Context: an optimization exercise on an open-source flow, tuned for small area, a short achievable clock period and few clock cycles. The choices shown serve that exercise and are no tape-out recipe. RTL that was checked went through simulation tests only; none was proved equivalent to the original. Only the layout flow was run in run 2; the RTL was not checked for function there.

**run.sh**
```bash
#!/bin/bash
# synth_recipe.tcl (not shown) runs the flow's synth.tcl, then flattens the netlist and writes it again
# the make line also repeats each setting of config.mk as NAME=value (left out here)
make -C /OpenROAD-flow-scripts/flow DESIGN_CONFIG=/design/flow/config.mk WORK_HOME=/design/flow/orfs CLKGATE_MAP_FILE= SYNTH_SCRIPT=/design/flow/synth_recipe.tcl finish
```
**config.mk**
```make
export PLATFORM = sky130hd
export DESIGN_NAME = accelerator_interface
export DESIGN_NICKNAME = accelerator_interface
export VERILOG_FILES = /design/flow/design.v
export SDC_FILE = /design/flow/constraint.sdc
export NUM_CORES = 4
export LEC_CHECK = 0
export ABC_AREA = 1
export CAP_MARGIN = 20
export CORE_MARGIN = 2
export CORE_UTILIZATION = 40
export SLEW_MARGIN = 20
```
**constraint.sdc**
```tcl
create_clock -name core_clock -period 120.0 [get_ports {clk}]
set_input_delay 24.0000 -clock core_clock [delete_from_list [all_inputs] [get_ports {clk}]]
set_output_delay 24.0000 -clock core_clock [all_outputs]
set_load 0.01 [all_outputs]
```
**design.v**
```verilog
module modulo #(parameter DATA_WIDTH = 8)(
  input  logic [DATA_WIDTH-1:0] hi,
  input  logic [DATA_WIDTH-1:0] lo,
  input  logic [DATA_WIDTH-1:0] modulant,
  output logic [DATA_WIDTH-1:0] out
);
logic [DATA_WIDTH-1:0] r [0:DATA_WIDTH];
assign r[0] = hi;
genvar i;
generate
  for (i = 0; i < DATA_WIDTH; i++) begin : g_step
    logic [DATA_WIDTH:0]   d;
    logic [DATA_WIDTH+1:0] t;
    assign d = {r[i], lo[DATA_WIDTH-1-i]};
    assign t = {1'b0, d} - {2'b00, modulant};
    assign r[i+1] = t[DATA_WIDTH+1] ? d[DATA_WIDTH-1:0] : t[DATA_WIDTH-1:0];
  end
endgenerate
assign out = r[DATA_WIDTH];
endmodule
module multiplicator #(parameter DATA_WIDTH = 8)(
  input  logic [DATA_WIDTH-1:0]   x,
  input  logic [DATA_WIDTH-1:0]   y,
  input  logic [DATA_WIDTH-1:0]   z,
  input  logic                    cin,
  output logic [2*DATA_WIDTH-1:0] out
);
localparam int W = DATA_WIDTH;
logic [W-1:0] s [0:W-1];    
logic [W-1:0] c [0:W-1];    
genvar k, j;
generate
  for (k = 0; k < W; k++) begin : g_row
    for (j = 0; j < W; j++) begin : g_col
      logic p, u, v;
      assign p = x[j] & y[k];
      if (k == 0) begin : g_first
        assign u = z[j];
        assign v = (j == 0) ? cin : 1'b0;
      end else begin : g_next
        assign u = (j == W-1) ? 1'b0 : s[k-1][j+1];
        assign v = c[k-1][j];
      end
      assign s[k][j] = p ^ u ^ v;
      assign c[k][j] = (p & u) | (v & (p ^ u));
    end
    assign out[k] = s[k][0];
  end
endgenerate
assign out[2*W-1:W] = {1'b0, s[W-1][W-1:1]} + c[W-1];
endmodule
module accelerator_interface #(parameter DATA_WIDTH = 8)(
  input  logic [DATA_WIDTH-1:0] a,
  input  logic [DATA_WIDTH-1:0] b,
  input  logic [DATA_WIDTH-1:0] modulant,
  input  logic                  start,
  input  logic [2:0]            control,
  input  logic                  clk,
  output logic [DATA_WIDTH-1:0] result,
  output logic                  finished
);
logic [7:0] a_r;     
logic [7:0] e_r;     
logic [7:0] m_r;     
logic [7:0] r;       
logic [2:0] j;       
logic       pm;      
logic       fin;
logic s_add, s_sub, s_div1, s_div2, s_mul, s_exp0, s_exp;
always_ff @(posedge clk) begin
  a_r <= a;
  e_r <= b;
  m_r <= modulant;
end
logic [2:0] lead;    
always_comb begin
  lead = 3'd0;
  for (int k = 0; k < 8; k++)
    if (e_r[k]) lead = k[2:0];
end
logic [2:0] nidx;    
logic       nbit;
assign nidx = (s_exp0 ? lead : j) - 3'd1;
assign nbit = e_r[nidx];
logic [7:0]  y_op, z_op;
logic [15:0] prod;
logic [7:0]  hi, lo;
logic [7:0]  red;
assign y_op = ({8{s_exp & pm}} & a_r)
            | ({8{s_mul}} & e_r)
            | ({8{s_exp0 | (s_exp & ~pm)}} & r)
            | {7'd0, s_add | s_sub | s_div1};
assign z_op = ({8{s_add}} & e_r) | ({8{s_sub}} & ~e_r);
multiplicator #(.DATA_WIDTH(8)) u_mul (.x(r), .y(y_op), .z(z_op), .cin(s_sub), .out(prod));
assign hi = s_div2 ? r
          : s_sub  ? (prod[8] ? 8'd0 : {m_r[7:1], 1'b0})
          :          prod[15:8];
assign lo = s_div2 ? e_r : prod[7:0];
modulo #(.DATA_WIDTH(8)) u_red (.hi(hi), .lo(lo), .modulant(m_r), .out(red));
logic last;          
always_comb begin
  last = s_add | s_sub | s_mul | s_div2;
  if (s_exp0) last = (lead == 3'd0) | (nidx == 3'd0 && !nbit);
  if (s_exp)  last = pm ? (j == 3'd0) : (nidx == 3'd0 && !nbit);
end
always_ff @(posedge clk) begin
  if (start) begin
    r      <= (control == 3'b011) ? 8'd1 : a;
    fin    <= (control == 3'b011);
    pm     <= 1'b0;
    j      <= 3'd0;
    s_add  <= (control == 3'b000);
    s_sub  <= (control == 3'b001);
    s_div1 <= (control == 3'b010);
    s_div2 <= 1'b0;
    s_mul  <= (control == 3'b100);
    s_exp0 <= (control == 3'b101);
    s_exp  <= 1'b0;
  end else begin
    if (s_exp0 && lead == 3'd0) begin
      if (!e_r[0]) r <= 8'd1;         
    end else if (s_add | s_sub | s_mul | s_div1 | s_div2 | s_exp0 | s_exp)
      r <= red;
    if (s_exp0 | (s_exp & ~pm)) begin
      j  <= nidx;
      pm <= nbit;
    end else if (s_exp)
      pm <= 1'b0;
    if (last) fin <= 1'b1;
    s_add  <= 1'b0;
    s_sub  <= 1'b0;
    s_mul  <= 1'b0;
    s_div1 <= 1'b0;
    s_div2 <= s_div1;
    s_exp0 <= 1'b0;
    s_exp  <= (s_exp0 | s_exp) & ~last;
  end
end
assign result   = r;
assign finished = fin;
endmodule
```
==> results of run 1 <==
==> cells by family (layout without fill, tap and decap cells) <==
family	after synthesis	after routing	share of synthesized area [%]
DFF	44	44	13.3
and+or+nand+nor	419	419	25.6
adders and majority gates	146	146	31.0
AOI/OAI and AO/OA	170	170	13.0
buffers and inverters	219	253	11.9
xor gates and xnor gates	44	44	5.26
==> critical path: cells and delay by family <==
kind / cells / cell delay, ps
buffers and inverters: 4 / 900
and+or+nand+nor: 3 / 830
==> routing by layer <==
layer / track usage [%] / vias to the layer above / part of all wire [%]
met3: 1.69 / 22 / 2.8
met5: 0 / - / 0
met4: 4.63 / 0 / 2.1
met1: 25.4 / 2940 / 49
li1: - / 3378 / -
met2: 30.5 / 122 / 46
==> registers in the layout, indices dropped and copies added (netlist names) <==
name,flops
m_r,8
a_r,8
s_exp0,1
fin,1
j,3
r,8
pm,1
s_mul,1
s_add,1
e_r,8
s_div2,1
s_exp,1
s_div1,1
s_sub,1
==> area by class of cell <==
| cell class | instances | area, sq um | share of cell area, % |
|---|---|---|---|
| multi-input cells | 779 | 5480 | 67.9 |
| flip-flops and latches | 44 | 971 | 12.0 |
| inverters | 204 | 766 | 9.49 |
| repair buffers | 41 | 400 | 4.96 |
| well taps | 229 | 287 | 3.55 |
| clock buffers | 5 | 125 | 1.55 |
| clock inverters | 3 | 45.0 | 0.558 |
==> per-stage QoR <==
step | util [%] | cell area (sq um) | worst slack, ps
global placement | 44.0 | 7900 | 94040
global route | 44.9 | 8070 | 94180
CTS | 44.9 | 8070 | 94330
detailed placement | 44.0 | 7900 | 94030
floorplan | - | 7320 | 94920
finish | 44.9 | 8070 | 94320
==> how the worst min path moves through the flow <==
stage | start | end
6_report | s_div1$_SDFF_PN0_ | s_div2$_SDFF_PP0_
5_1_grt | s_div1$_SDFF_PN0_ | s_div2$_SDFF_PP0_
4_1_cts | s_div1$_SDFF_PN0_ | s_div2$_SDFF_PP0_
3_5_place_dp | s_div1$_SDFF_PN0_ | s_div2$_SDFF_PP0_
3_3_place_gp | s_div1$_SDFF_PN0_ | s_div2$_SDFF_PP0_
2_1_floorplan | s_div1$_SDFF_PN0_ | s_div2$_SDFF_PP0_
==> synth_stat cells, drive strengths merged <==
| cell type | count |
|---|---|
| a221oi | 4 |
| xnor2 | 19 |
| a21boi | 1 |
| inv | 203 |
| o221ai | 1 |
| or2 | 8 |
| clkbuf | 8 |
| o311ai | 2 |
| nand4 | 11 |
| edfxtp | 9 |
| a21o | 2 |
| clkinv | 1 |
| dfxtp | 35 |
| o21bai | 4 |
| nor2 | 92 |
| fa | 59 |
| a21oi | 71 |
| o211ai | 4 |
| xor2 | 25 |
| buf | 7 |
| a211oi | 2 |
| nand2 | 239 |
| o21a | 2 |
| nand3b | 1 |
| nor3 | 7 |
| o21ai | 77 |
| ha | 87 |
| nand3 | 61 |
==> impl_metrics.tcl, run 1 <==
set metrics [dict create \
    status "complete, no violations" \
    ys_types 41 \
    rsz0062_at_grt "false" \
    fill_cells 1893 \
    fmax_ghz 0.0389 \
    rows 49 \
    finalWeightedCongestion 0.868 \
    synth_seq_area_share_pct 13.3 \
    final_nets 1250 \
    cp-end-kind "flip-flop" \
    synth.largest_area_cell "fa_1" \
    r2r-start "s_exp0$_SDFF_PN0_" \
    wl_per_cell_um 13.1 \
    hp-class "flip-flop to flip-flop" \
    grt_overflow 0 \
    final_common_cell "nand2_1" \
    synthCells 1042 \
    synth_top_area_share_pct 16.1 \
    crit_type "input port to flip-flop" \
    wl_um 17100 \
    grt_pass1_vias 6141 \
    syn_nets 1217 \
    yosys-top-cells-area "fa_1 16%, ha_1 15%, nand2_1 12%" \
    cts_tree "yes" \
    cts_resized 0 \
    crit_end "r[0]$_DFFE_PP_" \
    slew_viol_final 0 \
    path_clk_slew_ps 70 \
    critPathRequiredTime_ps 120050 \
    finClkSkew_ps 9.59 \
    grt_pass1_wl_um 29500 \
    cts_made_buffers 5 \
    drt_iter0_drc 318 \
    setup_viol 0 \
    cp_slowest_cell "clkdlybuf4s50_1" \
    instances_no_fill 1305 \
    regToRegSetupSlack_ps 98430 \
    drive_above_1_share_pct 5.48 \
    portBuffers 37 \
    period_minus_slack_ps 25680 \
    ctsHoldBuffers 0 \
    path_cells "clkdlybuf4s50_1, inv_1, nor2_1, inv_1, or2_2, nand2_1, inv_1" \
    reg2reg_depth 124 \
    dp_cells 1297 \
    final_cell_mix "229 x nand2_1, 202 x inv_1, 87 x nor2_1, 87 x ha_1, 66 x a21oi_1" \
    cp.arrival_ps 25730 \
    holdWs_ps 483 \
    die_w_um 139 \
    cts_sinks 44 \
    grt_max_degree 28 \
    post_cts_buffers 0 \
    cpMostUsedCell "inv_1" \
    critPathLaunch "start" \
    syn2layout_area_growth_pct 10.3 \
    ys_ff_latch 44 \
    track_usage_pct 18.2 \
    core_area_sq_mm 0.0180 \
    tightest_slew_ps 742 \
    min_period_over_period_pct 21.4 \
    root_buffer "clkbuf_16" \
    via_per_inst 4.95 \
    drv_cap 0 \
    path_max_fanout 8 \
    die_area_sq_mm 0.0194 \
    clock_path_buffers 2 \
    post-route-drc-count 0 \
    finalHoldViolCount 0 \
    maxSlewHeadroom_pct 50.6 \
    setup_tns_ps 0 \
    route.antenna.remaining_nets 0 \
    dp_hpwl_um 14400 \
    synth_area_sq_mm 0.00732 \
    clk_latency_ps 300 \
    startpoint_type "input port" \
    htree_levels 2 \
    synth_warnings 6 \
    drt_pass1_iterations 5 \
    grt_antenna_before_repair 0 \
    die_y_um 139 \
    hold_path_depth 2 \
    initial_utilization_pct 40.8 \
    ios 38 \
    vias 6462 \
    critPathMaxStageDelay_ps 600 \
    diodes 0 \
    worstReg2RegEnd "r[7]$_DFFE_PP_" \
    syn_avg_cell_area_sq_um 7.03 \
]
Testbench counts, summed over its fixed seeds: cycles 8,036.
==> run 2, diff against run 1 <==
--- a/design.v
+++ b/design.v
@@ -1,4 +1,4 @@
-module modulo #(parameter DATA_WIDTH = 8)(
+module modulo #(parameter DATA_WIDTH = 8, parameter NRIP = 0)(
   input  logic [DATA_WIDTH-1:0] hi,
   input  logic [DATA_WIDTH-1:0] lo,
   input  logic [DATA_WIDTH-1:0] modulant,
@@ -10,10 +10,22 @@
 generate
   for (i = 0; i < DATA_WIDTH; i++) begin : g_step
     logic [DATA_WIDTH:0]   d;
-    logic [DATA_WIDTH+1:0] t;
     assign d = {r[i], lo[DATA_WIDTH-1-i]};
-    assign t = {1'b0, d} - {2'b00, modulant};
-    assign r[i+1] = t[DATA_WIDTH+1] ? d[DATA_WIDTH-1:0] : t[DATA_WIDTH-1:0];
+    if (i < DATA_WIDTH - NRIP) begin : g_fast
+      logic [DATA_WIDTH+1:0] t;
+      assign t = {1'b0, d} - {2'b00, modulant};
+      assign r[i+1] = t[DATA_WIDTH+1] ? d[DATA_WIDTH-1:0] : t[DATA_WIDTH-1:0];
+    end else begin : g_ripple
+      logic [DATA_WIDTH+1:0] bw;
+      logic [DATA_WIDTH:0]   df, mm;
+      assign mm = {1'b0, modulant};
+      assign bw[0] = 1'b0;
+      for (genvar k = 0; k <= DATA_WIDTH; k++) begin : g_bit
+        assign df[k]   = d[k] ^ mm[k] ^ bw[k];
+        assign bw[k+1] = (~d[k] & mm[k]) | (~(d[k] ^ mm[k]) & bw[k]);
+      end
+      assign r[i+1] = bw[DATA_WIDTH+1] ? d[DATA_WIDTH-1:0] : df[DATA_WIDTH-1:0];
+    end
   end
 endgenerate
 assign out = r[DATA_WIDTH];
@@ -47,7 +59,14 @@
     assign out[k] = s[k][0];
   end
 endgenerate
-assign out[2*W-1:W] = {1'b0, s[W-1][W-1:1]} + c[W-1];
+logic [W:0]   fc;
+logic [W-1:0] fa;
+assign fa = {1'b0, s[W-1][W-1:1]};
+assign fc[0] = 1'b0;
+for (genvar q = 0; q < W; q++) begin : g_fin
+  assign out[W+q] = fa[q] ^ c[W-1][q] ^ fc[q];
+  assign fc[q+1]  = (fa[q] & c[W-1][q]) | (fc[q] & (fa[q] ^ c[W-1][q]));
+end
 endmodule
 module accelerator_interface #(parameter DATA_WIDTH = 8)(
   input  logic [DATA_WIDTH-1:0] a,
==> flow/run.sh (new file) <==
#!/bin/bash
# Own layout flow: the standard layout (standard.sh) with two changes.
#  1. Synthesis runs the standard flow's synthesis script with ABC mapping for area
#     (flow/synth.tcl, flow/area.abc); registers come out as in the standard
#     synthesis, only the logic between them is mapped differently.
#  2. Port buffers are sky130_fd_sc_hd__buf_2 cells (buffer_ports -buffer_cell).
# Every step's full log is in orfs/logs/; make's own output is in flow_make.log.
set -euo pipefail
W=$(pwd)
export OWN_ABC_SCRIPT=$W/flow/area.abc
export OWN_ABC_D=22000
export BUFFER_PORTS_ARGS="-buffer_cell sky130_fd_sc_hd__buf_2"
sed "s#SYNTH_SCRIPT=[^ ]*#SYNTH_SCRIPT=$W/flow/synth.tcl#" standard.sh > own_standard.sh
grep -q "SYNTH_SCRIPT=$W/flow/synth.tcl" own_standard.sh
bash own_standard.sh > flow_make.log 2>&1
test -s out/final.def
==> flow/area.abc (new file) <==
strash
dch
map -a
strash
dch
map -a
topo
stime -c
buffer -c
upsize -c
dnsize -c
==> flow/synth.tcl (new file) <==
# The standard flow's synthesis script (synth_recipe.tcl) unchanged, except that ABC maps
# the logic with the script in $OWN_ABC_SCRIPT (delay target $OWN_ABC_D ps)
# in place of ORFS's abc_speed / abc_area script.
proc synth {args} { yosys synth -nofsm -noshare {*}$args }
proc abc {args} {
  set i [lsearch -exact $args -script]
  if {$i >= 0} { lset args [expr {$i + 1}] $::env(OWN_ABC_SCRIPT) }
  set i [lsearch -exact $args -D]
  if {$i >= 0} { set args [lreplace $args $i [expr {$i + 1}]] }
  if {[info exists ::env(OWN_ABC_D)]} { lappend args -D $::env(OWN_ABC_D) }
  yosys abc {*}$args
}
source $::env(SCRIPTS_DIR)/synth.tcl
# left out here: clear keep_hierarchy, flatten, clean up, hide names made inside functions, write 1_2_yosys.v
==> standard.sh (new file) <==
#!/bin/bash
# synth_recipe.tcl (not shown) runs the flow's synth.tcl, then flattens the netlist and writes it again
# the make line also repeats each setting of config.mk as NAME=value (left out here)
make -C /OpenROAD-flow-scripts/flow DESIGN_CONFIG=/design/flow/config.mk WORK_HOME=/design/flow/orfs CLKGATE_MAP_FILE= SYNTH_SCRIPT=/design/flow/synth_recipe.tcl "${@:-finish}"
--- a/config.mk
+++ b/config.mk
@@ -5,7 +5,6 @@
 export SDC_FILE = /design/flow/constraint.sdc
 export NUM_CORES = 4
 export LEC_CHECK = 0
-export ABC_AREA = 1
 export CAP_MARGIN = 20
 export CORE_MARGIN = 2
 export CORE_UTILIZATION = 40
removed: run.sh
==> run 2 against run 1 <==
Compared with the run above:
- flip-flop and latch count unchanged
- sequential share of layout area increased by 1.5 points
- first-iteration DRC count decreased by 5.7%
- worst hold slack got worse by 45 ps
- critical path type is now flip-flop to flip-flop
- setup slack gained 410 ps
- die area fell by 9.3%
- global-route usage grew 1.1 points
- synthesized area decreased by 9.6%
- register-to-register slack lost 3700 ps
- critical endpoint unchanged
==> impl_metrics.tcl, run 2 <==
set metrics [dict create \
    cts_resized 0 \
    drt_pass1_iterations 6 \
    synthSimpleGateAreaFrac_pct 17.4 \
    place_ws_ps 94590 \
    grt_overflow 0 \
    diodes 0 \
    startpoint_type "flip-flop" \
    synth_area_sq_mm 0.00662 \
    dp_hpwl_um 13600 \
    fmax_ghz 0.0396 \
    ys_types 51 \
    syn_nets 1020 \
    drv_cap 0 \
    clk_latency_ps 300 \
    portBuffers 37 \
    yosys-top-cells-area "fa_1 19%, ha_1 15%, dfxtp_1 11%" \
    vias 5574 \
    synth_edf_count 9 \
    path_max_fanout 15 \
    cp_slowest_cell "a21oi_1" \
    post_cts_buffers 0 \
    grt_pass1_vias 5428 \
    ys.flop_type "dfxtp_1" \
    setup_tns_ps 0 \
    cts_sinks 44 \
    cts_made_buffers 5 \
    initial_utilization_pct 40.4 \
    finClkSkew_ps 7.69 \
    synth_xor_area_share_pct 5.69 \
    wl_um 16400 \
    synth.largest_area_cell "fa_1" \
    yosysMostFrequentCell "nor2_1" \
    grt_antenna_before_repair 0 \
    final_common_cell "nor2_1" \
    critPathMaxStageDelay_ps 600 \
    final_nets 1052 \
    dp_cells 1091 \
    hp-class "flip-flop to flip-flop" \
    cp.arrival_ps 25310 \
    grt_max_degree 32 \
    slew_viol_final 0 \
    drive_above_1_share_pct 10.6 \
    ctsHoldBuffers 0 \
    grt_pass1_wl_um 27400 \
    synth_top_area_share_pct 19.3 \
    synthAdderAreaFrac_pct 34.7 \
    seqCellArea_sq_um 971 \
    critPathRequiredTime_ps 120050 \
    root_buffer "clkbuf_16" \
    finalWorstSetupSlack_ps 94740 \
    finalWeightedCongestion 0.862 \
    async_flop_share_pct 0 \
    utilization_pct 43.7 \
    min_period_over_period_pct 21.1 \
    post-route-drc-count 0 \
    path_clk_slew_ps 80 \
    syn_avg_cell_area_sq_um 7.83 \
    syn2layout_area_growth_pct 8.31 \
    fill_cells 1655 \
    drt_iter0_drc 300 \
    synthTopCellsByCount "129 x nor2_1, 119 x inv_1, 102 x nand2_1" \
    final_cell_mix "129 x nor2_1, 119 x inv_1, 102 x nand2_1" \
    multiInputGateArea_sq_mm 0.00506 \
    ios 38 \
    via_per_inst 5.07 \
    die_area_sq_mm 0.0176 \
    synthCells 846 \
    synth_warnings 6 \
    cts_tree "yes" \
    synth_seq_area_share_pct 14.7 \
    htree_levels 2 \
    synth-compound-area-share_pct 18.2 \
    wl_per_cell_um 14.9 \
    clock_path_buffers 2 \
    rsz0062_at_grt "false" \
    synth_top_family_by_area "adder cells" \
    cpMostUsedCell "nor2_1" \
    finalHoldViolCount 0 \
    tightest_slew_ps 686 \
    maxSlewHeadroom_pct 54.0 \
    period_minus_slack_ps 25260 \
    status "complete, no violations" \
    die_y_um 133 \
    core_area_sq_mm 0.0164 \
    synth_mux_area_share_pct 0.454 \
    setup_viol 0 \
    instances_no_fill 1099 \
    crit_type "flip-flop to flip-flop" \
    die_w_um 133 \
    track_usage_pct 19.3 \
    route.antenna.remaining_nets 0 \
    cp-end-kind "flip-flop" \
    ys_ff_latch 44 \
    rows 47 \
]
## run 2: changes by cell type after synthesis, sizes merged, moves of 6 or more
cell | before | now
xnor2 | 19 | 12
nand2 | 239 | 113
a21oi | 71 | 80
nand4 | 11 | 2
xor2 | 25 | 31
ha | 87 | 81
or2 | 8 | 0
inv | 203 | 130
nand3 | 61 | 10
nor2 | 92 | 136
## run 2: routing by layer
layer	routed length, um	global-route usage (%)	up-vias
met5	0	0	-
met4	216	3.82	0
met3	714	2.34	22
met2	7370	30.8	127
met1	8090	28.3	2573
li1	-	-	2852
## run 2: path summary, 6_finish.rpt
kind / startpoint / to / slack, ps / cells past startpoint
max reg2reg: pm$_SDFFE_PP0P_ / r[0]$_DFFE_PP_ / 94740 / 129
max: pm$_SDFFE_PP0P_ / r[0]$_DFFE_PP_ / 94740 / 129
min: s_div1$_SDFF_PN0_ / s_div2$_SDFF_PP0_ / 440 / 2
min reg2reg: s_div1$_SDFF_PN0_ / s_div2$_SDFF_PP0_ / 440 / 2
## run 2: layout make-up
class | count | area share (%)
clock buffer | 5 | 1.74
clock inverter | 3 | 0.628
inverter | 130 | 6.91
multi-input combinational | 658 | 70.6
sequential | 44 | 13.5
tap | 220 | 3.84
timing repair buffer | 39 | 2.79
## run 2: cell families (layout without fill, tap and decap cells)
| logic type | after synthesis | after routing |
|---|---|---|
| AOI/OAI and AO/OA | 197 | 197 |
| xor gates and xnor gates | 43 | 43 |
| adders and majority gates | 145 | 145 |
| buffers and inverters | 144 | 177 |
| DFF | 44 | 44 |
| muxes | 3 | 3 |
| and+or+nand+nor | 270 | 270 |
## run 2: worst max-delay path: cells and delay by family, from the launching register on
kind / cells / cell delay (ps)
compound gates: 45 / 8530
fa+ha+maj: 22 / 8360
buf+inv: 19 / 2130
flops: 1 / 530
mux: 3 / 1130
simple gates: 40 / 4240
## run 2: through the flow
step                hold slack (ps)  area (sq um)
floorplan                       403          6620
global placement                423          7000
detailed placement              431          7000
CTS                             440          7170
global route                    454          7170
finish                          438          7170
==> run 3, diff against run 2 <==
--- a/design.v
+++ b/design.v
@@ -83,9 +83,11 @@
 logic [7:0] m_r;     
 logic [7:0] r;       
 logic [2:0] j;       
-logic       pm;      
 logic       fin;
-logic s_add, s_sub, s_div1, s_div2, s_mul, s_exp0, s_exp;
+logic f_add, f_sub, f_div1, f_div2, f_mul;
+logic f_sq;          
+logic f_mula;        
+logic f_e0;          
 always_ff @(posedge clk) begin
   a_r <= a;
   e_r <= b;
@@ -99,60 +101,55 @@
 end
 logic [2:0] nidx;    
 logic       nbit;
-assign nidx = (s_exp0 ? lead : j) - 3'd1;
+assign nidx = (f_e0 ? lead : j) - 3'd1;
 assign nbit = e_r[nidx];
 logic [7:0]  y_op, z_op;
 logic [15:0] prod;
-logic [7:0]  hi, lo;
+logic [7:0]  hi;
 logic [7:0]  red;
-assign y_op = ({8{s_exp & pm}} & a_r)
-            | ({8{s_mul}} & e_r)
-            | ({8{s_exp0 | (s_exp & ~pm)}} & r)
-            | {7'd0, s_add | s_sub | s_div1};
-assign z_op = ({8{s_add}} & e_r) | ({8{s_sub}} & ~e_r);
-multiplicator #(.DATA_WIDTH(8)) u_mul (.x(r), .y(y_op), .z(z_op), .cin(s_sub), .out(prod));
-assign hi = s_div2 ? r
-          : s_sub  ? (prod[8] ? 8'd0 : {m_r[7:1], 1'b0})
+assign y_op = ({8{f_mula}} & a_r)
+            | ({8{f_mul}}  & e_r)
+            | ({8{f_sq}}   & r)
+            | {7'd0, f_add | f_sub | f_div1};
+assign z_op = ({8{f_add | f_div2}} & e_r) | ({8{f_sub}} & ~e_r);
+multiplicator #(.DATA_WIDTH(8)) u_mul (.x(r), .y(y_op), .z(z_op), .cin(f_sub), .out(prod));
+assign hi = f_div2 ? r
+          : f_sub  ? (prod[8] ? 8'd0 : {m_r[7:1], 1'b0})
           :          prod[15:8];
-assign lo = s_div2 ? e_r : prod[7:0];
-modulo #(.DATA_WIDTH(8)) u_red (.hi(hi), .lo(lo), .modulant(m_r), .out(red));
-logic last;          
-always_comb begin
-  last = s_add | s_sub | s_mul | s_div2;
-  if (s_exp0) last = (lead == 3'd0) | (nidx == 3'd0 && !nbit);
-  if (s_exp)  last = pm ? (j == 3'd0) : (nidx == 3'd0 && !nbit);
-end
+modulo #(.DATA_WIDTH(8)) u_red (.hi(hi), .lo(prod[7:0]), .modulant(m_r), .out(red));
+logic e_small;       
+logic sq_last;       
+assign e_small = f_e0 & (lead == 3'd0);
+assign sq_last = (nidx == 3'd0) & ~nbit;
 always_ff @(posedge clk) begin
   if (start) begin
     r      <= (control == 3'b011) ? 8'd1 : a;
     fin    <= (control == 3'b011);
-    pm     <= 1'b0;
-    j      <= 3'd0;
-    s_add  <= (control == 3'b000);
-    s_sub  <= (control == 3'b001);
-    s_div1 <= (control == 3'b010);
-    s_div2 <= 1'b0;
-    s_mul  <= (control == 3'b100);
-    s_exp0 <= (control == 3'b101);
-    s_exp  <= 1'b0;
+    f_add  <= (control == 3'b000);
+    f_sub  <= (control == 3'b001);
+    f_div1 <= (control == 3'b010);
+    f_div2 <= 1'b0;
+    f_mul  <= (control == 3'b100);
+    f_sq   <= (control == 3'b101);
+    f_e0   <= (control == 3'b101);
+    f_mula <= 1'b0;
   end else begin
-    if (s_exp0 && lead == 3'd0) begin
+    if (e_small) begin
       if (!e_r[0]) r <= 8'd1;         
-    end else if (s_add | s_sub | s_mul | s_div1 | s_div2 | s_exp0 | s_exp)
+    end else if (f_add | f_sub | f_div1 | f_div2 | f_mul | f_sq | f_mula)
       r <= red;
-    if (s_exp0 | (s_exp & ~pm)) begin
-      j  <= nidx;
-      pm <= nbit;
-    end else if (s_exp)
-      pm <= 1'b0;
-    if (last) fin <= 1'b1;
-    s_add  <= 1'b0;
-    s_sub  <= 1'b0;
-    s_mul  <= 1'b0;
-    s_div1 <= 1'b0;
-    s_div2 <= s_div1;
-    s_exp0 <= 1'b0;
-    s_exp  <= (s_exp0 | s_exp) & ~last;
+    if (f_add | f_sub | f_div2 | f_mul | e_small
+        | (f_sq & sq_last) | (f_mula & (j == 3'd0)))
+      fin <= 1'b1;
+    if (f_sq) j <= nidx;
+    f_add  <= 1'b0;
+    f_sub  <= 1'b0;
+    f_mul  <= 1'b0;
+    f_div1 <= 1'b0;
+    f_div2 <= f_div1;
+    f_e0   <= 1'b0;
+    f_sq   <= (f_sq & ~e_small & ~nbit & ~sq_last) | (f_mula & (j != 3'd0));
+    f_mula <= f_sq & ~e_small & nbit;
   end
 end
 assign result   = r;
--- a/config.mk
+++ b/config.mk
@@ -7,5 +7,6 @@
 export LEC_CHECK = 0
 export CAP_MARGIN = 20
 export CORE_MARGIN = 2
-export CORE_UTILIZATION = 40
+export CORE_UTILIZATION = 65
+export PLACE_DENSITY = 0.75
 export SLEW_MARGIN = 20
==> run 3 against run 2 <==
Compared with the run above:
- still clean
- fmax fell by 0.24%
- routed wire length shrank 9.8%
- synthesized area shrank 3.5%
- core utilization rose by 27 points
- setup slack worse by 61 ps
- register-to-register slack gained 260 ps
- synthesized cell count is 2.5% lower
- critical path type is now input port to flip-flop
- largest cell class unchanged
==> impl_metrics.tcl, run 3 <==
set metrics [dict create \
    syn_nets 999 \
    slew_viol_final 0 \
    drt_iter0_drc 279 \
    synth_area_sq_mm 0.00639 \
    synth_top_area_share_pct 20.1 \
    cts_resized 0 \
    crit_type "input port to flip-flop" \
    final_cell_mix "129 x nor2_1, 123 x nand2_1, 122 x inv_1" \
    drive_above_1_share_pct 8.14 \
    period_minus_slack_ps 25320 \
    path_max_fanout 8 \
    rows 36 \
    grt_pass1_vias 5456 \
    drt_pass1_iterations 5 \
    instances_no_fill 993 \
    finalWeightedCongestion 0.923 \
    synthCells 825 \
    die_y_um 103 \
    syn2layout_area_growth_pct 6.50 \
    die_w_um 103 \
    synth_edf_count 12 \
    htree_levels 2 \
    finalHoldViolCount 0 \
    final_nets 1033 \
    root_buffer "clkbuf_8" \
    grt_pass1_wl_um 24400 \
    drv_cap 0 \
    cp-end-kind "flip-flop" \
    ys_types 49 \
    cp.arrival_ps 25270 \
    wl_per_cell_um 14.9 \
    clock_path_buffers 2 \
    fmax_ghz 0.0395 \
    status "complete, no violations" \
    die_area_sq_mm 0.0106 \
    dp_cells 985 \
    cts_made_buffers 5 \
    ios 38 \
    yosys-top-cells-area "fa_1 20%, ha_1 16%, dfxtp_1 10%" \
    min_period_over_period_pct 21.1 \
    final_area_sq_mm 0.00680 \
    startpoint_type "input port" \
    finClkSkew_ps 13.2 \
    vias 5605 \
    ys.flop_type "dfxtp_1" \
    ys_ff_latch 44 \
    yosysMostFrequentCell "nor2_1" \
    track_usage_pct 29.5 \
    post-route-drc-count 0 \
    rsz0062_at_grt "false" \
    final_common_cell "nor2_1" \
    synth_warnings 6 \
    cts_sinks 44 \
    synth_seq_area_share_pct 15.7 \
    portBuffers 37 \
    diodes 0 \
    syn_avg_cell_area_sq_um 7.74 \
    via_per_inst 5.64 \
    async_flop_share_pct 0 \
    maxSlewHeadroom_pct 40.1 \
    core_area_sq_mm 0.00964 \
    tightest_slew_ps 895 \
    synthTopCellsByCount "129 x nor2_1, 123 x nand2_1, 122 x inv_1" \
    path_clk_slew_ps 90 \
    grt_max_degree 17 \
    utilization_pct 70.6 \
    grt_antenna_before_repair 0 \
    cts_tree "yes" \
    placed_area_sq_mm 0.00669 \
    post_cts_buffers 0 \
    route.antenna.remaining_nets 0 \
    dp_hpwl_um 12400 \
    clk_latency_ps 310 \
    initial_utilization_pct 66.3 \
    wl_um 14800 \
    grt_overflow 0 \
    critPathRequiredTime_ps 119940 \
    ctsHoldBuffers 0 \
    hp-class "flip-flop to flip-flop" \
    setup_tns_ps 0 \
    setup_viol 0 \
    synth.largest_area_cell "fa_1" \
]
-- run 3: cell types whose count changed after synthesis, moves of 5 or more --
cell     previous run  this run
nand3_1            10         3
a22oi_1             2         9
a21oi_2             5         0
o21ai_0            56        45
nand2_2             8         2
nand2_1           102       123
-- run 3: final cells by class --
class	count	area [sq um]
timing repair buffer	38	193
sequential	44	1000
clock buffer	5	68.8
fill	833	2840
clock inverter	3	46.3
tap	133	166
multi-input combinational	640	4840
inverter	130	490
-- run 3: kinds of logic (layout without fill, tap and decap cells) --
family / after synthesis / in the layout / synth area share (%)
AO/OA/AOI/OAI: 177 / 177 / 16.7
XOR/XNOR: 39 / 39 / 5.35
adder cells (fa/ha/maj): 145 / 145 / 35.9
buffers and inverters: 141 / 176 / 8.60
flip-flops: 44 / 44 / 15.7
multiplexers: 1 / 1 / 0.157
AND/OR/NAND/NOR: 278 / 278 / 17.6
-- run 3: per-stage QoR --
step                      hold WS [ps]  worst slack, ps
after detailed placement           460            94350
after global routing               512            92320
after floorplan                    416            94790
final                              475            94680
after CTS                          474            94670
after global placement             466            94380
-- run 3: path summary, 6_finish.rpt --
kind / endpoint / start / cells after the start / slack, ps
setup / recovery: r[0]$_DFFE_PP_ / start / 7 / 94680
hold / removal: f_div2$_SDFF_PP0_ / f_div1$_SDFF_PN0_ / 2 / 480
setup reg to reg: r[2]$_DFFE_PP_ / f_mula$_SDFF_PP0_ / 129 / 95000
hold reg to reg: f_div2$_SDFF_PP0_ / f_div1$_SDFF_PN0_ / 2 / 480
-- run 3: routing by layer --
layer / vias up / global-route usage [%] / part of all wire [%]
met5: - / 0 / 0
met4: 0 / 10.5 / 2.7
met3: 34 / 4.00 / 6.3
met2: 186 / 51.6 / 49
met1: 2619 / 37.3 / 42
li1: 2766 / - / -
-- run 3: worst max-delay path, cell delays in order --
cell     delay, ps
buf_2          130
nor2_1          90
inv_1          170
nor4_1          70
inv_1           90
nor4_1          50
a31oi_1        680
Testbench counts of run 3, summed over its fixed seeds: cycles 8,036.
==> run 4, diff against run 3 <==
--- a/config.mk
+++ b/config.mk
@@ -7,6 +7,5 @@
 export LEC_CHECK = 0
 export CAP_MARGIN = 20
 export CORE_MARGIN = 2
-export CORE_UTILIZATION = 65
-export PLACE_DENSITY = 0.75
+export CORE_UTILIZATION = 40
 export SLEW_MARGIN = 20
==> run 4 against run 3 <==
Compared with the run above:
- still clean on timing, DRC and antenna
- routed wire length rose by 0.64%
- core utilization fell by 26 points
- clock skew rose by 0.58 ps
- first-iteration DRC count rose by 5.7%
- cell count rose by 8.4%
- via count fell by 4.0%
- critical endpoint unchanged
- highest routed layer unchanged
==> impl_metrics.tcl, run 4 <==
set metrics [dict create \
    die_w_um 130 \
    cts_tree "yes" \
    initial_utilization_pct 40.5 \
    worstReg2RegEnd "r[2]$_DFFE_PP_" \
    route.antenna.remaining_nets 0 \
    cp-end-kind "flip-flop" \
    tightest_slew_ps 948 \
    cts_made_buffers 5 \
    final_nets 1033 \
    async_flop_share_pct 0 \
    portBuffers 37 \
    syn_nets 999 \
    regToRegSetupSlack_ps 95190 \
    synthTopCellsByCount "129 x nor2_1, 123 x nand2_1, 122 x inv_1" \
    cp_slowest_cell "a31oi_1" \
    utilization_pct 44.2 \
    ctsHoldBuffers 0 \
    fill_cells 1637 \
    path_max_fanout 8 \
    cp.arrival_ps 25350 \
    post_cts_buffers 0 \
    ios 38 \
    die_y_um 130 \
    synth.largest_area_cell "fa_1" \
    wl_per_cell_um 13.8 \
    instances_no_fill 1076 \
    dp_cells 1068 \
    vias 5382 \
    ys_types 49 \
    min_period_over_period_pct 21.2 \
    die_area_sq_mm 0.0170 \
    clk_latency_ps 310 \
    grt_overflow 0 \
    reg2reg_depth 129 \
    path_clk_slew_ps 70 \
    clock_path_buffers 2 \
    ys_ff_latch 44 \
    syn2layout_area_growth_pct 9.01 \
    grt_pass1_wl_um 24900 \
    grt_antenna_before_repair 0 \
    finalWeightedCongestion 0.817 \
    cts_resized 0 \
    setup_viol 0 \
    drt_pass1_iterations 5 \
    synth_seq_area_share_pct 15.7 \
    r2r-start "f_mula$_SDFF_PP0_" \
    startpoint_type "input port" \
    grt_max_degree 17 \
    hold_path_depth 2 \
    drive_above_1_share_pct 8.14 \
    hp-start "f_div1$_SDFF_PN0_" \
    grt_pass1_vias 5047 \
    yosysMostFrequentCell "nor2_1" \
    post-route-drc-count 0 \
    finClkSkew_ps 13.7 \
    status "complete, no violations" \
    ys.flop_type "dfxtp_1" \
    slew_viol_final 0 \
    path_cells "buf_2, nor2_1, inv_1, nor4_1, inv_1, nor4_1, a31oi_1" \
    synth_edf_count 12 \
    rows 46 \
    maxSlewHeadroom_pct 36.5 \
    hold_end "f_div2$_SDFF_PP0_" \
    final_cell_mix "129 x nor2_1, 123 x nand2_1, 122 x inv_1" \
    core_area_sq_mm 0.0158 \
    synth_warnings 6 \
    synthCells 825 \
    htree_levels 2 \
    via_per_inst 5.00 \
    drv_cap 0 \
    crit_type "input port to flip-flop" \
    synth_area_sq_mm 0.00639 \
    rsz0062_at_grt "false" \
    dp_hpwl_um 12500 \
    period_minus_slack_ps 25430 \
    finalHoldViolCount 0 \
    synth_top_area_share_pct 20.1 \
    final_common_cell "nor2_1" \
    diodes 0 \
    yosys-top-cells-area "fa_1 20%, ha_1 16%, dfxtp_1 10%" \
    root_buffer "clkbuf_16" \
    track_usage_pct 18.5 \
    critPathRequiredTime_ps 119920 \
    wl_um 14900 \
    drt_iter0_drc 295 \
    cts_sinks 44 \
    syn_avg_cell_area_sq_um 7.74 \
    hp-class "flip-flop to flip-flop" \
    critPathMaxStageDelay_ps 720 \
    setup_tns_ps 0 \
    fmax_ghz 0.0393 \
]
==> run 4: logic make-up (layout without fill, tap and decap cells) <==
| kind of cell | after synthesis | after routing | share of synthesized area (%) |
|---|---|---|---|
| AOI/OAI and AO/OA | 177 | 177 | 16.7 |
| xor gates and xnor gates | 39 | 39 | 5.35 |
| muxes | 1 | 1 | 0.157 |
| and+or+nand+nor | 278 | 278 | 17.6 |
| DFF | 44 | 44 | 15.7 |
| buffers and inverters | 141 | 176 | 8.60 |
| adders and majority gates | 145 | 145 | 35.9 |
==> run 4: area by class of cell <==
cell class / instances / area, sq um / share of cell area [%]
Sequential cell: 44 / 1000 / 14.4
Clock inverter: 3 / 46.3 / 0.665
Inverter: 130 / 490 / 7.04
Tap cell: 216 / 270 / 3.88
Clock buffer: 5 / 125 / 1.80
Multi-Input combinational cell: 640 / 4840 / 69.5
Timing Repair Buffer: 38 / 193 / 2.77
==> run 4: worst max-delay path, delay by kind of cell <==
kind                   cells  cell delay, ps
AND/OR/NAND/NOR            3             210
AO/OA/AOI/OAI              1             720
buffers and inverters      3             420
==> run 4: worst max path at each step <==
stage	endpoint	slack (ps)	from	cells after the start
finish	r[0]$_DFFE_PP_	94570	start	7
floorplan	r[0]$_DFFE_PP_	94790	start	6
global route	r[2]$_DFFE_PP_	92730	f_mula$_SDFF_PP0_	129
detailed placement	r[6]$_DFFE_PP_	94280	start	7
global placement	r[0]$_DFFE_PP_	94320	start	7
CTS	r[0]$_DFFE_PP_	94590	start	7
==> run 4: routing by layer <==
metal | share of wire, % | track usage [%]
met4 | 1.6 | 3.82
met2 | 47 | 31.7
met5 | 0 | 0
met1 | 47 | 25.3
met3 | 3.9 | 2.34
==> run 4: per-stage QoR <==
stage                     hold WS [ps]  instance area, sq um  setup WS, ps
final                              471                  6960         94570
after CTS                          472                  6960         94590
after global placement             460                  6790         94320
after detailed placement           450                  6790         94280
after floorplan                    416                  6390         94790
after global routing               503                  6960         92730
==> run 5, diff against run 4 <==
--- a/config.mk
+++ b/config.mk
@@ -8,4 +8,5 @@
 export CAP_MARGIN = 20
 export CORE_MARGIN = 2
 export CORE_UTILIZATION = 40
+export CTS_BUF_LIST = sky130_fd_sc_hd__clkbuf_8
 export SLEW_MARGIN = 20
==> run 5 against run 4 <==
Compared with the run above:
- largest cell class unchanged
- setup slack better by 42 ps
- still clean
- fmax increased by 0.17%
- worst hold slack improved by 6.2 ps
- clock skew increased by 11 ps
==> impl_metrics.tcl, run 5 <==
set metrics [dict create \
    syn_nets 999 \
    clk_latency_ps 340 \
    critPathRequiredTime_ps 119950 \
    cp-end-kind "flip-flop" \
    maxSlewHeadroom_pct 38.2 \
    fmax_ghz 0.0394 \
    final_area_sq_mm 0.00691 \
    startpoint_type "input port" \
    rows 46 \
    yosysMostFrequentCell "nor2_1" \
    path_max_fanout 8 \
    async_flop_share_pct 0 \
    vias 5372 \
    cp.arrival_ps 25330 \
    synth.largest_area_cell "fa_1" \
    setup_viol 0 \
    cts_resized 0 \
    dp_cells 1068 \
    yosys-top-cells-area "fa_1 20%, ha_1 16%, dfxtp_1 10%" \
    post_cts_buffers 0 \
    clock_path_buffers 2 \
    drv_cap 0 \
    die_area_sq_mm 0.0170 \
    synthCells 825 \
    finalHoldViolCount 0 \
    core_area_sq_mm 0.0158 \
    cts_tree "yes" \
    path_cells "buf_2, nor2_1, inv_1, nor4_1, inv_1, nor4_1, a31oi_1" \
    critPathMaxStageDelay_ps 700 \
    die_w_um 130 \
    worst_path_dominant_cell_family "compound AO/OA/AOI/OAI gates" \
    hp-class "flip-flop to flip-flop" \
    synth_edf_count 12 \
    via_per_inst 4.99 \
    drt_iter0_drc 313 \
    grt_antenna_before_repair 0 \
    critPathLaunch "start" \
    period_minus_slack_ps 25390 \
    grt_pass1_vias 5057 \
    cp_num_buf_inv 3 \
    grt_max_degree 17 \
    instances_no_fill 1076 \
    place_ws_ps 94280 \
    htree_levels 2 \
    wl_um 14900 \
    track_usage_pct 18.5 \
    cts_sinks 44 \
    tightest_slew_ps 922 \
    post-route-drc-count 0 \
    regToRegSetupSlack_ps 95180 \
    diodes 0 \
    cp_slowest_cell "a31oi_1" \
    synth_top_area_share_pct 20.1 \
    route.antenna.remaining_nets 0 \
    grt_overflow 0 \
    synthTopCellsByCount "129 x nor2_1, 123 x nand2_1, 122 x inv_1" \
    ctsHoldBuffers 0 \
    wl_per_cell_um 13.8 \
    drive_above_1_share_pct 8.14 \
    syn_avg_cell_area_sq_um 7.74 \
    ys_types 49 \
    final_common_cell "nor2_1" \
    finClkSkew_ps 24.9 \
    cts_made_buffers 5 \
    ys_ff_latch 44 \
    min_period_over_period_pct 21.2 \
    drt_pass1_iterations 5 \
    fill_cells 1642 \
    status "complete, no violations" \
    final_cell_mix "129 x nor2_1, 123 x nand2_1, 122 x inv_1" \
    setup_tns_ps 0 \
    die_y_um 130 \
    portBuffers 37 \
    root_buffer "clkbuf_8" \
    r2r-start "f_mula$_SDFF_PP0_" \
    ios 38 \
    final_nets 1033 \
    synth_seq_area_share_pct 15.7 \
    slew_viol_final 0 \
    synth_area_sq_mm 0.00639 \
    synth_warnings 6 \
    crit_type "input port to flip-flop" \
    path_clk_slew_ps 100 \
    syn2layout_area_growth_pct 8.13 \
    hp-start "f_div1$_SDFF_PN0_" \
    ys.flop_type "dfxtp_1" \
    initial_utilization_pct 40.5 \
    finalWeightedCongestion 0.817 \
    rsz0062_at_grt "false" \
    grt_pass1_wl_um 24800 \
    finalWorstSetupSlack_ps 94610 \
    placed_area_sq_mm 0.00679 \
    dp_hpwl_um 12500 \
]
## run 5: cell counts after synthesis
No cell type changed its count.
## run 5: final timing paths
check                           cells after the start                 to
worst max register to register                    129     r[2]$_DFFE_PP_
worst min register to register                      2  f_div2$_SDFF_PP0_
worst max-delay path                                7     r[0]$_DFFE_PP_
worst min-delay path                                2  f_div2$_SDFF_PP0_
## run 5: metal layers
| layer | global-route usage, % | wire length [um] |
|---|---|---|
| met5 | 0 | 0 |
| met3 | 2.34 | 603 |
| met4 | 4.51 | 298 |
| met1 | 25.3 | 7090 |
| met2 | 31.2 | 6910 |
## run 5: kinds of logic after synthesis
logic type / count (synthesis) / synth area share [%]
simple gates: 278 / 17.6
xor+xnor: 39 / 5.35
fa+ha+maj: 145 / 35.9
flops: 44 / 15.7
mux: 1 / 0.157
buf+inv: 141 / 8.60
compound gates: 177 / 16.7
## run 5: area by class of cell
cell class,instances,area (sq um),area share [%]
flip-flops and latches,44,1000,14.5
repair buffers,38,193,2.79
clock inverters,3,46.3,0.670
inverters,130,490,7.10
clock buffers,5,68.8,0.996
multi-input cells,640,4840,70.0
well taps,216,270,3.91
## run 5: per-stage QoR
| stage | utilization, % | hold WS (ps) |
|---|---|---|
| 2_1_floorplan | - | 416 |
| 3_3_place_gp | 43.1 | 460 |
| 3_5_place_dp | 43.1 | 450 |
| 4_1_cts | 43.8 | 474 |
| 5_1_grt | 43.8 | 533 |
| 6_report | 43.8 | 477 |
## run 5: tightest hold or removal path: stages, from the launching register on
cell     delay (ps)
dfxtp_1         350
inv_1            60
nor2_1           30
==> run 6, diff against run 5 <==
--- a/flow/run.sh
+++ b/flow/run.sh
@@ -9,6 +9,7 @@
 W=$(pwd)
 export OWN_ABC_SCRIPT=$W/flow/area.abc
 export OWN_ABC_D=22000
+export SETUP_SLACK_MARGIN=95.3
 export BUFFER_PORTS_ARGS="-buffer_cell sky130_fd_sc_hd__buf_2"
 sed "s#SYNTH_SCRIPT=[^ ]*#SYNTH_SCRIPT=$W/flow/synth.tcl#" standard.sh > own_standard.sh
 grep -q "SYNTH_SCRIPT=$W/flow/synth.tcl" own_standard.sh
==> flow/area.abc (replaced) <==
strash
dc2
dch
map -a
strash
dc2
dch
map -a
strash
dc2
dch
map -a
topo
stime -c
buffer -c
upsize -c
dnsize -c
--- a/config.mk
+++ b/config.mk
@@ -8,5 +8,4 @@
 export CAP_MARGIN = 20
 export CORE_MARGIN = 2
 export CORE_UTILIZATION = 40
-export CTS_BUF_LIST = sky130_fd_sc_hd__clkbuf_8
 export SLEW_MARGIN = 20
==> run 6 against run 5 <==
Compared with the run above:
- synthesized cell count rose by 0.36%
- flip-flop and latch count did not move
- die area rose by 0.38%
- global-route usage fell by 0.26 points
- core utilization rose by 1.9 points
- non-clock buffer count rose by 20
- routed wire length rose by 0.28%
- worst hold slack improved by 24 ps
- critical path depth fell by 6
- clock skew fell by 16 ps
- clock-buffer cell count rose by 1
- critical endpoint is now result[3]
==> impl_metrics.tcl, run 6 <==
set metrics [dict create \
    multiInputGateArea_sq_mm 0.00492 \
    root_buffer "clkbuf_16" \
    path_max_fanout 2 \
    cp_num_buf_inv 1 \
    synth_warnings 6 \
    syn_avg_cell_area_sq_um 7.74 \
    vias 5387 \
    hp-class "flip-flop to flip-flop" \
    route.antenna.remaining_nets 0 \
    grt_pass1_vias 5100 \
    cp_slowest_cell "edfxtp_1" \
    cts_sinks 44 \
    clk_latency_ps 290 \
    cp.arrival_ps 910 \
    worst_path_dominant_cell_family "flip-flops" \
    grt_max_degree 15 \
    drt_iter0_drc 355 \
    finalHoldViolCount 0 \
    rsz0062_at_grt "true" \
    post-route-drc-count 0 \
    ios 38 \
    path_clk_slew_ps 70 \
    setup_viol 0 \
    fill_cells 1657 \
    synthCells 828 \
    ys.flop_type "dfxtp_1" \
    drive_above_1_share_pct 11.1 \
    synthTopCellsByCount "146 x nand2_1, 132 x inv_1, 90 x nor2_1" \
    drv_cap 0 \
    critPathRequiredTime_ps 96000 \
    ys_types 50 \
    finalWeightedCongestion 0.928 \
    path_cells "buf_6" \
    synth_top_area_share_pct 20.0 \
    syn2layout_area_growth_pct 12.4 \
    synth.largest_area_cell "fa_1" \
    drt_pass1_iterations 5 \
    period_minus_slack_ps 24910 \
    ys_ff_latch 44 \
    ctsHoldBuffers 0 \
    grt_pass1_wl_um 24400 \
    setup_tns_ps 0 \
    final_area_sq_mm 0.00721 \
    synth_edf_count 12 \
    wl_um 14900 \
    die_area_sq_mm 0.0171 \
    clock_path_buffers 2 \
    wl_per_cell_um 13.6 \
    track_usage_pct 18.2 \
    tightest_slew_ps 702 \
    die_y_um 131 \
    via_per_inst 4.90 \
    htree_levels 2 \
    crit_type "flip-flop to output pin" \
    grt_overflow 0 \
    utilization_pct 45.7 \
    grt_antenna_before_repair 0 \
    startpoint_type "flip-flop" \
    syn_nets 1002 \
    yosys-top-cells-area "fa_1 20%, ha_1 16%, dfxtp_1 10%" \
    final_common_cell "nand2_1" \
    final_cell_mix "146 x nand2_1, 130 x inv_1, 89 x nor2_1" \
    core_area_sq_mm 0.0158 \
    holdWs_ps 501 \
    synth_seq_area_share_pct 15.6 \
    cp-end-kind "output pin" \
    initial_utilization_pct 40.7 \
    die_w_um 131 \
    maxSlewHeadroom_pct 52.8 \
    status "complete, no violations" \
    critPathMaxStageDelay_ps 450 \
    cts_made_buffers 5 \
    yosysMostFrequentCell "nand2_1" \
    slew_viol_final 0 \
    final_nets 1056 \
    min_period_over_period_pct 20.8 \
    finClkSkew_ps 8.41 \
    synth_area_sq_mm 0.00641 \
    rows 46 \
    portBuffers 37 \
    seqCellArea_sq_mm 0.00100 \
    cts_tree "yes" \
    fmax_ghz 0.0401 \
    diodes 0 \
    dp_hpwl_um 12400 \
    async_flop_share_pct 0 \
    placed_area_sq_mm 0.00685 \
]
-- run 6: cell count changes in the layout (fill, tap and decap cells not counted), sizes merged, moves of 4 or more --
cell / change
o21ai: +40
nor2: -39
a21oi: -26
nand2: +21
buf: +20
o21bai: +10
a221oi: -9
a211oi: -5
inv: +5
nand3: +5
xnor2: -5
xor2: +4
-- run 6: worst reg2reg max path, delay by kind of cell, from the launching register on --
family,cells,cell delay [ps]
simple gates,13,1600
flops,1,420
compound gates,56,9940
fa+ha+maj,22,8240
mux,1,330
buf+inv,19,2060
-- run 6: per-layer routing --
metal / global-route usage [%] / wire (um) / vias up
met5: 0 / 0 / -
met4: 4.57 / 220 / 0
met3: 2.12 / 452 / 13
met2: 32.2 / 7320 / 78
met1: 23.8 / 6950 / 2506
li1: - / - / 2790
-- run 6: per-stage QoR --
| stage | setup WS (ps) | cells |
|---|---|---|
| floorplan | 95250 | 828 |
| detailed placement | 94920 | 1071 |
| CTS | 95070 | 1089 |
| finish | 95090 | 1099 |
| global route | 95070 | 1099 |
| global placement | 94920 | 1071 |
-- run 6: cells by family (layout without fill, tap and decap cells) --
| group | after synthesis | count (layout) | synth area share, % |
|---|---|---|---|
| and+or+nand+nor | 270 | 270 | 17.2 |
| DFF | 44 | 44 | 15.6 |
| xor gates and xnor gates | 38 | 38 | 5.19 |
| muxes | 3 | 3 | 0.566 |
| AOI/OAI and AO/OA | 181 | 181 | 16.9 |
| adders and majority gates | 145 | 145 | 35.8 |
| buffers and inverters | 147 | 202 | 8.82 |
-- run 6: final timing paths --
path / from / to / slack [ps] / cells past startpoint
worst max register to register: r[0]$_DFFE_PP_ / r[0]$_DFFE_PP_ / 97110 / 111
worst min register to register: f_div1$_SDFF_PN0_ / f_div2$_SDFF_PP0_ / 500 / 2
worst min-delay path: f_div1$_SDFF_PN0_ / f_div2$_SDFF_PP0_ / 500 / 2
worst max-delay path: r[3]$_DFFE_PP_ / result[3] / 95090 / 1
-- run 6: layout make-up --
| class | count | share of cell area (%) |
|---|---|---|
| tap | 216 | 3.75 |
| timing repair buffer | 58 | 4.84 |
| clock inverter | 2 | 0.174 |
| sequential | 44 | 13.9 |
| multi-input combinational | 637 | 68.3 |
| inverter | 136 | 7.22 |
| clock buffer | 6 | 1.79 |
-- run 6: repair_timing --
item,CTS,global route
gates resized for setup,1,11
pin swaps,0,2
endpoints found under the setup margin,10,18
buffers inserted,10,10
endpoints found under the hold margin,0,0
cloned,0,0
==> run 7, diff against run 6 <==
--- a/flow/run.sh
+++ b/flow/run.sh
@@ -9,7 +9,6 @@
 W=$(pwd)
 export OWN_ABC_SCRIPT=$W/flow/area.abc
 export OWN_ABC_D=22000
-export SETUP_SLACK_MARGIN=95.3
 export BUFFER_PORTS_ARGS="-buffer_cell sky130_fd_sc_hd__buf_2"
 sed "s#SYNTH_SCRIPT=[^ ]*#SYNTH_SCRIPT=$W/flow/synth.tcl#" standard.sh > own_standard.sh
 grep -q "SYNTH_SCRIPT=$W/flow/synth.tcl" own_standard.sh
--- a/config.mk
+++ b/config.mk
@@ -7,5 +7,6 @@
 export LEC_CHECK = 0
 export CAP_MARGIN = 20
 export CORE_MARGIN = 2
-export CORE_UTILIZATION = 40
+export CORE_UTILIZATION = 55
+export PLACE_DENSITY = 0.7
 export SLEW_MARGIN = 20
==> run 7 against run 6 <==
Compared with the run above:
- highest routed layer unchanged
- critical endpoint is now r[0]$_DFFE_PP_
- core utilization rose by 14 points
- critical path depth rose by 4
- worst hold slack got worse by 9.0 ps
- still clean
- register-to-register slack got worse by 1600 ps
==> impl_metrics.tcl, run 7 <==
set metrics [dict create \
    instances_no_fill 1006 \
    critPathRequiredTime_ps 120050 \
    startpoint_type "input port" \
    die_w_um 112 \
    hp-class "flip-flop to flip-flop" \
    min_period_over_period_pct 20.9 \
    final_common_cell "nand2_1" \
    drive_above_1_share_pct 8.23 \
    cts_sinks 44 \
    finalWorstSetupSlack_ps 94880 \
    clk_latency_ps 290 \
    synth_seq_area_share_pct 15.6 \
    via_per_inst 5.42 \
    fill_cells 1050 \
    post-route-drc-count 0 \
    synth_top_area_share_pct 20.0 \
    grt_pass1_vias 5572 \
    ios 38 \
    drv_cap 0 \
    htree_levels 2 \
    holdWs_ps 492 \
    core_area_sq_mm 0.0114 \
    wl_per_cell_um 15.0 \
    status "complete, no violations" \
    syn2layout_area_growth_pct 7.14 \
    grt_max_degree 15 \
    vias 5457 \
    clock_path_buffers 2 \
    diodes 0 \
    die_area_sq_mm 0.0125 \
    route.antenna.remaining_nets 0 \
    ys_ff_latch 44 \
    finClkSkew_ps 6.52 \
    dp_hpwl_um 12900 \
    drt_iter0_drc 337 \
    finalWeightedCongestion 0.884 \
    yosysMostFrequentCell "nand2_1" \
    portBuffers 37 \
    grt_overflow 0 \
    drt_pass1_iterations 6 \
    ys_types 50 \
    path_clk_slew_ps 60 \
    root_buffer "clkbuf_16" \
    ctsHoldBuffers 0 \
    synth_area_sq_mm 0.00641 \
    cts_resized 0 \
    async_flop_share_pct 0 \
    tightest_slew_ps 749 \
    track_usage_pct 25.2 \
    multiInputGateArea_sq_mm 0.00485 \
    initial_utilization_pct 56.2 \
    fmax_ghz 0.0398 \
    cts_tree "yes" \
    synth.largest_area_cell "fa_1" \
    slew_viol_final 0 \
    place_ws_ps 94550 \
    seqCellArea_sq_mm 0.00100 \
    utilization_pct 60.2 \
    synth_warnings 6 \
    period_minus_slack_ps 25120 \
    syn_nets 1002 \
    wl_um 15100 \
    cp-end-kind "flip-flop" \
    crit_type "input port to flip-flop" \
    path_max_fanout 8 \
    cts_made_buffers 5 \
    ys.flop_type "dfxtp_1" \
    finalHoldViolCount 0 \
    grt_pass1_wl_um 25700 \
    setup_tns_ps 0 \
    setup_viol 0 \
    cp.arrival_ps 25170 \
    rsz0062_at_grt "false" \
    synthCells 828 \
    syn_avg_cell_area_sq_um 7.74 \
    final_nets 1036 \
    grt_antenna_before_repair 0 \
    yosys-top-cells-area "fa_1 20%, ha_1 16%, dfxtp_1 10%" \
    synth_edf_count 12 \
    die_y_um 112 \
    rows 39 \
    dp_cells 998 \
    final_cell_mix "146 x nand2_1, 132 x inv_1, 90 x nor2_1" \
    synthTopCellsByCount "146 x nand2_1, 132 x inv_1, 90 x nor2_1" \
    maxSlewHeadroom_pct 49.9 \
    post_cts_buffers 0 \
]
-- run 7: cell types whose count changed in the layout (fill, tap and decap cells not counted), moves of 2 or more --
cell     previous run  this run
buf_4              21         1
a21oi_4             6         2
a21oi_1            38        40
a21oi_2             1         3
inv_1             130       132
nor2_4              3         1
o21ai_0            64        66
o21ai_1            25        23
-- run 7: layout make-up --
cell class	count	area share (%)
Sequential cell	44	14.6
Timing Repair Buffer	38	2.80
Clock inverter	2	0.182
Inverter	136	7.43
Clock buffer	6	1.88
Multi-Input combinational cell	637	70.5
Tap cell	143	2.60
-- run 7: worst max-delay path: stages --
cell and delay [ps]:
buf_2 150, inv_1 80, a31oi_1 570, inv_1 140, o22a_1 230
-- run 7: kinds of logic (layout without fill, tap and decap cells) --
kind of cell | after synthesis | in the layout | share of synthesized area [%]
adders and majority gates | 145 | 145 | 35.8
buffers and inverters | 147 | 182 | 8.82
xor gates and xnor gates | 38 | 38 | 5.19
and+or+nand+nor | 270 | 270 | 17.2
muxes | 3 | 3 | 0.566
AOI/OAI and AO/OA | 181 | 181 | 16.9
DFF | 44 | 44 | 15.6
-- run 7: per-stage QoR --
step	area (sq um)
after detailed placement	6730
after global routing	6870
after global placement	6730
final	6870
after floorplan	6410
after CTS	6870
-- run 7: path summary, 6_finish.rpt --
kind                                   startpoint           endpoint  slack [ps]  depth (start not counted)
worst min-delay path            f_div1$_SDFF_PN0_  f_div2$_SDFF_PP0_         490                          2
worst max-delay path                        start     r[0]$_DFFE_PP_       94880                          5
worst min register to register  f_div1$_SDFF_PN0_  f_div2$_SDFF_PP0_         490                          2
worst max register to register   f_sub$_SDFF_PN0_     r[0]$_DFFE_PP_       95470                        111
-- run 7: layer usage --
metal | global-route usage (%) | vias to the layer above | share of wire (%)
met4 | 6.67 | 0 | 1.8
met2 | 46.7 | 112 | 51
met5 | 0 | - | 0
met1 | 31.2 | 2576 | 43
li1 | - | 2752 | -
met3 | 2.61 | 17 | 3.5

-- what the ideal ports hide --
The flow's constraints put no driver on any port. The routed layouts listed below were extracted and timed again, unchanged, in two steps.
Step 1 (the two cells are an assumption about what drives the block):
set clk [get_ports {clk}]
set_driving_cell -lib_cell sky130_fd_sc_hd__clkbuf_16 $clk
set_driving_cell -lib_cell sky130_fd_sc_hd__buf_2 [delete_from_list [all_inputs] $clk]
Step 2 also shifts input and output timing later by t, the mid clock arrival at the registers, as if the neighbouring blocks saw the same clock.
Slacks: ideal ports / drivers / drivers and shift; pairs: ideal ports / drivers.
run	shift t [ns]	setup slack, ns	worst data-port slew with drivers (ns)
run 1	0.331	94.324 / 94.340 / 94.009	0.03
run 2	0.336	94.737 / 94.737 / 94.576	0.03
run 3	0.340	94.676 / 94.690 / 94.350	0.05
run 4	0.337	94.572 / 94.590 / 94.253	0.03
run 5	0.356	94.614 / 94.628 / 94.272	0.03
run 6	0.327	95.091 / 95.054 / 95.018	0.03
run 7	0.329	94.877 / 94.895 / 94.566	0.04
After both steps every run listed still meets setup and hold. The setup slack of run 5, which loses most, moves by +0.014 ns with the drivers and by -0.342 ns with both steps.
